This is an optimization exercise on Yosys and OpenROAD, whose aim is small area and a short achievable clock period, not a production implementation. Function was checked by simulation only, so behaviour that the tests miss may differ from the original. Power figures rest on the tool's default switching activity, not on a simulated workload.

== build 6 ==
## UART_TRANSMITTER
module UART_TRANSMITTER (
	input clock_i, reset_n_i, data_write_i,
	input [7:0] data_i,
	input [5:0] data_buffer_full_thres_i,
	input [1:0] baudrate_select_i,
	output data_buffer_full_o,
	output uart_tx_o
);
Size: about 690 cells after synthesis, about 21 I/O pins, about 0.0085 mm^2 of cells after synthesis.
export LEC_CHECK = 0
export CAP_MARGIN = 20
export CORE_MARGIN = 2
export CORE_UTILIZATION = 60
export CTS_CLUSTER_DIAMETER = 100
export CTS_CLUSTER_SIZE = 33
export SETUP_SLACK_MARGIN = 3.2
export SLEW_MARGIN = 20
export SYNTH_HIERARCHICAL = 1
export SYNTH_MINIMUM_KEEP_SIZE = 0
create_clock -name core_clock -period 6.0 [get_ports {clock_i}]
standard.sh (not shown) runs the stock make flow with config.mk's settings and CLKGATE_MAP_FILE= SYNTH_SCRIPT=/design/flow/synth_recipe.tcl, a recipe that flattens the netlist after the stock synthesis.
==> flow/flow/run.sh <==
#!/bin/bash
# The standard layout, with the ports buffered by plain buffers instead of
# ORFS's default choice (a delay cell that repair cannot resize out of its
# footprint). Everything else is the standard.sh unchanged.
set -euo pipefail
export BUFFER_PORTS_ARGS="-buffer_cell sky130_fd_sc_hd__buf_2"
bash standard.sh > standard.log 2>&1
Relative to build 6, the following input files were edited for build 3:
- CTS_CLUSTER_SIZE: 33 -> 40
- CTS_CLUSTER_DIAMETER: 100 -> 40
--- outcome ---
Comparing setup slack for build 3 and build 6, the smaller number came from build 3.
Re wire length of the first global-routing pass: build 6 was lower than build 3.
Final cell area excluding filler cells was higher in build 3 than in build 6.
> inputs changed (build 3 -> build 50)
- CTS_CLUSTER_DIAMETER changed from 40 to 100
- CTS_CLUSTER_SIZE changed from 40 to 30
- SETUP_SLACK_MARGIN changed from 3.2 to 3.05
Notes after the runs:
Compared with build 3, summed area of non-filler cells in the final layout in build 50 decreased by a little under 10%. The cell count after placement was comparable across build 50 and build 3. From build 3 to build 50 the numbers moved as follows: power down 22%; sequential fraction of design power up 14 points; overall fraction of global-route tracks in use down 0.54 points. Looking at area fraction of clock buffers and clock inverters across build 50 and build 3, the one that comes out lower is build 50.
Input changes introduced in build 7 (baseline for comparison: build 50):
- SETUP_SLACK_MARGIN changed from 3.05 to 2.9
Notes after the runs:
Worst-case headroom to the max-slew limit: build 7 vs build 50 up 7.6 points
Number of nets in the finished design essentially unchanged between build 7 and build 50.
Between build 50 and build 7, the placed instance area does not differ in any meaningful way.
Of build 7 and build 50, the higher smallest hold slack belongs to build 50.
From build 50 to build 7 the numbers moved as follows: multi-input gate area in the final layout closely matched the old numbers, final standard cell count with taps included and fillers excluded decreased by 3 relative to the old numbers, fraction of power spent switching nets closely matched the old numbers.

* * *

UART_TRANSMITTER again, from the RTL that the note above started with.
Settings: LEC_CHECK=0, CAP_MARGIN=5, CORE_MARGIN=2, CORE_UTILIZATION=60, CTS_CLUSTER_DIAMETER=100, CTS_CLUSTER_SIZE=30, SETUP_SLACK_MARGIN=3.2, SLEW_MARGIN=5, SYNTH_HIERARCHICAL=1, SYNTH_MINIMUM_KEEP_SIZE=0; clock period 6.0 ns.
Scripts as last shown in full above: flow/flow/run.sh
Edit:
--- a/flow/config.mk
+++ b/flow/config.mk
@@ -6,5 +6,5 @@
 export NUM_CORES = 4
 export LEC_CHECK = 0
-export CAP_MARGIN = 5
+export CAP_MARGIN = 20
 export CORE_MARGIN = 2
 export CORE_UTILIZATION = 60
@@ -12,5 +12,5 @@
 export CTS_CLUSTER_SIZE = 30
 export SETUP_SLACK_MARGIN = 3.2
-export SLEW_MARGIN = 5
+export SLEW_MARGIN = 20
 export SYNTH_HIERARCHICAL = 1
 export SYNTH_MINIMUM_KEEP_SIZE = 0
Result: Non-clock buffer count stays the same. Power hardly moves. Clock-buffer cell count does not change. Core utilization barely changes.
Edit:
--- a/flow/config.mk
+++ b/flow/config.mk
@@ -6,4 +6,5 @@
 export NUM_CORES = 4
 export LEC_CHECK = 0
+export ABC_AREA = 1
 export CAP_MARGIN = 20
 export CORE_MARGIN = 2
=> Flip-flop and latch count does not change. Critical path depth is unchanged. Cell count goes up by about a fifth. First-iteration DRC count goes down by a quarter to a third. Power goes up by a few percent. Worst setup slack stays flat. Fmax hardly moves. Clock-buffer cell count does not change. Sequential share of layout area goes down by 0.39 points. Final area goes up slightly.
Edit:
--- a/flow/config.mk
+++ b/flow/config.mk
@@ -6,10 +6,9 @@
 export NUM_CORES = 4
 export LEC_CHECK = 0
-export ABC_AREA = 1
 export CAP_MARGIN = 20
 export CORE_MARGIN = 2
 export CORE_UTILIZATION = 60
-export CTS_CLUSTER_DIAMETER = 100
-export CTS_CLUSTER_SIZE = 30
+export CTS_CLUSTER_DIAMETER = 50
+export CTS_CLUSTER_SIZE = 36
 export SETUP_SLACK_MARGIN = 3.2
 export SLEW_MARGIN = 20
Cell count is lower by about 10%; worst setup slack got worse by 13 ps; fmax falls by 0.43%; sequential share of layout area fell by 2.4 points; die area goes down by about 2.2%; first-iteration DRC count increases by 57%; via count fell by about 6%; register-to-register slack loses 200 ps; wire length came out higher by about 4.6%.

* * *

UART_TRANSMITTER, a different RTL version from the one above (not shown whole).
Size: roughly 670 cells after synthesis, about 300 flip-flops.
==> flow/config.mk <==
export PLATFORM = sky130hd
export DESIGN_NAME = UART_TRANSMITTER
export DESIGN_NICKNAME = UART_TRANSMITTER
export VERILOG_FILES = /design/flow/design.v
export SDC_FILE = /design/flow/constraint.sdc
export NUM_CORES = 4
export LEC_CHECK = 0
export CAP_MARGIN = 20
export CORE_MARGIN = 2
export CORE_UTILIZATION = 60
export CTS_BUF_LIST = sky130_fd_sc_hd__clkbuf_8
export CTS_CLUSTER_DIAMETER = 60
export CTS_CLUSTER_SIZE = 18
export SETUP_SLACK_MARGIN = 3.2
export SLEW_MARGIN = 20
export SYNTH_HIERARCHICAL = 1
export SYNTH_MINIMUM_KEEP_SIZE = 0
==> flow/constraint.sdc <==
create_clock -name core_clock -period 6.0 [get_ports {clock_i}]
set_input_delay 1.2000 -clock core_clock [delete_from_list [all_inputs] [get_ports {clock_i}]]
set_output_delay 1.2000 -clock core_clock [all_outputs]
set_load 0.01 [all_outputs]
Scripts as last shown in full above: flow/flow/run.sh
The starting point ran to the end with no violations.
Next try:
--- a/flow/config.mk
+++ b/flow/config.mk
@@ -10,5 +10,5 @@
 export CORE_UTILIZATION = 60
-export CTS_BUF_LIST = sky130_fd_sc_hd__clkbuf_8
-export CTS_CLUSTER_DIAMETER = 60
-export CTS_CLUSTER_SIZE = 18
+export CTS_CLUSTER_DIAMETER = 100
+export CTS_CLUSTER_SIZE = 34
+export PLACE_DENSITY = 0.8
 export SETUP_SLACK_MARGIN = 3.2
Outcome:
- final cell count drops slightly
- final area climbs slightly
- die area stays the same
- combinational power climbs by a few percent
- worst hold slack barely changes
- via count climbs slightly
- worst setup slack degrades by 0.052 ns
- sequential cell count is unchanged
- core utilization climbs by 0.53 points
- power climbs by a few percent
- non-clock buffer count drops by 1
Next try:
--- a/flow/config.mk
+++ b/flow/config.mk
@@ -10,6 +10,6 @@
 export CORE_UTILIZATION = 60
+export CTS_BUF_LIST = sky130_fd_sc_hd__clkbuf_8
 export CTS_CLUSTER_DIAMETER = 100
-export CTS_CLUSTER_SIZE = 34
-export PLACE_DENSITY = 0.8
-export SETUP_SLACK_MARGIN = 3.2
+export CTS_CLUSTER_SIZE = 18
+export SETUP_SLACK_MARGIN = 3.1
 export SLEW_MARGIN = 20
Sequential cell count is unchanged.
Fmax went up by 1.8%.
Die area does not change.
Synthesized area is unchanged.
Design area goes down by 1.2%.
Next try:
--- a/flow/config.mk
+++ b/flow/config.mk
@@ -10,6 +10,6 @@
 export CORE_UTILIZATION = 60
-export CTS_BUF_LIST = sky130_fd_sc_hd__clkbuf_8
 export CTS_CLUSTER_DIAMETER = 100
-export CTS_CLUSTER_SIZE = 18
-export SETUP_SLACK_MARGIN = 3.1
+export CTS_CLUSTER_SIZE = 30
+export PLACE_DENSITY = 0.8
+export SETUP_SLACK_MARGIN = 3.2
 export SLEW_MARGIN = 20
After rerunning: Critical path depth is unchanged; first-iteration DRC count came out lower by 13%; clock-buffer cell count decreases by 6; final area came out higher by about 1.2%.

* * *

v43:
Another version of the RTL of UART_TRANSMITTER (not shown whole).
For scale: about 730 cells after synthesis, about 310 flip-flops, roughly 21 I/O pins, about 9000 um^2 of cells after synthesis.
## UART_TRANSMITTER
module UART_TRANSMITTER (
	input clock_i, reset_n_i, data_write_i,
	input [7:0] data_i,
	input [5:0] data_buffer_full_thres_i,
	input [1:0] baudrate_select_i,
	output data_buffer_full_o,
	output uart_tx_o
);
export LEC_CHECK = 0
export CAP_MARGIN = 20
export CORE_MARGIN = 2
export CORE_UTILIZATION = 60
export CTS_CLUSTER_DIAMETER = 40
export CTS_CLUSTER_SIZE = 50
export SETUP_SLACK_MARGIN = 2.9
export SLEW_MARGIN = 20
export SYNTH_HIERARCHICAL = 1
export SYNTH_MINIMUM_KEEP_SIZE = 0
create_clock -name core_clock -period 6.0 [get_ports {clock_i}]
Scripts as last shown in full above: flow/flow/run.sh
v43 ran to completion and came out clean on the timing, DRC and antenna checks.
Input changes introduced in v52 (baseline for comparison: v43):
- CTS_CLUSTER_SIZE now 36, was 50
- CTS_CLUSTER_DIAMETER now 100, was 40
## What came out
Per the comparison of v52 with v43, wire length shows a reduction of about 4%, minimum period implied by the final worst setup slack now sits at about the same level, part of the total power dissipated in the clock network shows a reduction of 11 points.
The busiest metal layer after global routing comes out met1 in one run and met2 in the other, namely in v52 and v43 respectively.
What v38 does differently from v52 at the input level:
- swapping 100 for 50 in CTS_CLUSTER_DIAMETER
- swapping 36 for 32 in CTS_CLUSTER_SIZE
- swapping 60 for 40 in CORE_UTILIZATION
## What came out
- Final critical path time including I/O delays and setup is lower on v52
- Of v52 and v38, the higher reported clock group power belongs to v38.
- Compared v38 vs v52, and combinational group share of total power is down in v38.
- The lower share of total power in the clock network of v52 and v38 is in v52.
- Busiest layer in global routing: met1 -> v52, met2 -> v38
- Going from v52 to v38, the iteration count of the initial detailed-routing pass was found to have gone down by 1.
- Compared with v52, v38 is the more power-hungry design.
- Part of the cycle the worst path needs was lower in the run labelled v52.
- Global-route usage, v52 and v38: lower on v38
Inputs modified between v38 and v4:
- a change of CTS_CLUSTER_SIZE from 32 to 30
- a change of CTS_CLUSTER_DIAMETER from 50 to 100
- a change of CORE_UTILIZATION from 40 to 60
[summary]
v38 -> v4: routed metal-1 wirelength decreased by a few percent
From v38 to v4 the numbers moved as follows: worst hold slack across all endpoints went up 0.022 ns, part of the cycle the worst path needs went down 0.65 points.
When v4 is measured against v38, its total length of routed wires turns out 3.7% lower.
The run showing the greater number of core rows is v38.
Compared to v38, v4 shows a wider setup margin.
Between v38 and v4, the maximum level of the CTS H-tree figures differ only marginally.
Diff v38 -> v4: shortest period the worst path allows moved down, power consumed by combinational cells shows an increase of about 0.5%, maximum net fanout on the critical path lower.

==> afterwards: timing with drivers on the ports <==
Ports are ideal in the flow. The routed layouts listed here were re-timed in OpenROAD. Step 1: set_driving_cell puts a clkbuf_16 on clock_i and a buf_2 on each other input, an assumption about the parent block. Step 2, shift: input delay + t, output delay - t, t = (earliest + latest rising clock arrival at the registers) / 2. This alone moves slack from input paths to output paths. Three values: no drivers, after step 1, after step 2; two values: the first two.
run | shift t [ns] | setup slack, ns | worst setup path at the end | worst slew at a driven data input, ns | pins driven straight from the clock port
build 6 | 0.508 | 3.064 / 3.024 / 2.618 | input to register | 0.05 | 1
build 3 | 0.581 | 3.051 / 3.011 / 2.681 | input to register | 0.05 | 1
build 50 | 0.514 | 3.026 / 2.987 / 2.569 | input to register | 0.05 | 1
build 7 | 0.504 | 2.990 / 2.970 / 2.617 | input to register | 0.03 | 1
the first run of note 2 | 0.508 | 3.061 / 3.021 / 2.681 | input to register | 0.05 | 1
the second run of note 2 | 0.507 | 3.065 / 3.024 / 2.631 | input to register | 0.05 | 1
the third run of note 2 | 0.513 | 3.064 / 3.034 / 2.886 | input to register | 0.05 | 1
the fourth run of note 2 | 0.544 | 3.052 / 3.011 / 2.689 | input to register | 0.05 | 1
the first run of note 3 | 0.542 | 3.067 / 3.022 / 2.545 | input to register | 0.05 | 1
the second run of note 3 | 0.516 | 3.015 / 2.951 / 2.642 | input to register | 0.06 | 1
the third run of note 3 | 0.538 | 3.067 / 3.019 / 2.638 | input to register | 0.05 | 1
the fourth run of note 3 | 0.516 | 3.021 / 2.960 / 2.637 | input to register | 0.06 | 1
v43 | 0.571 | 2.988 / 2.969 / 2.522 | input to register | 0.04 | 1
v52 | 0.514 | 2.989 / 2.969 / 2.549 | input to register | 0.03 | 1
v38 | 0.561 | 2.948 / 2.927 / 2.603 | input to register | 0.05 | 1
v4 | 0.525 | 2.987 / 2.968 / 2.542 | input to register | 0.04 | 1
After both steps setup and hold are still met in every run listed. The setup slack of the first run of note 3, which loses most, moves by -0.045 ns with the drivers and by -0.522 ns with both steps.
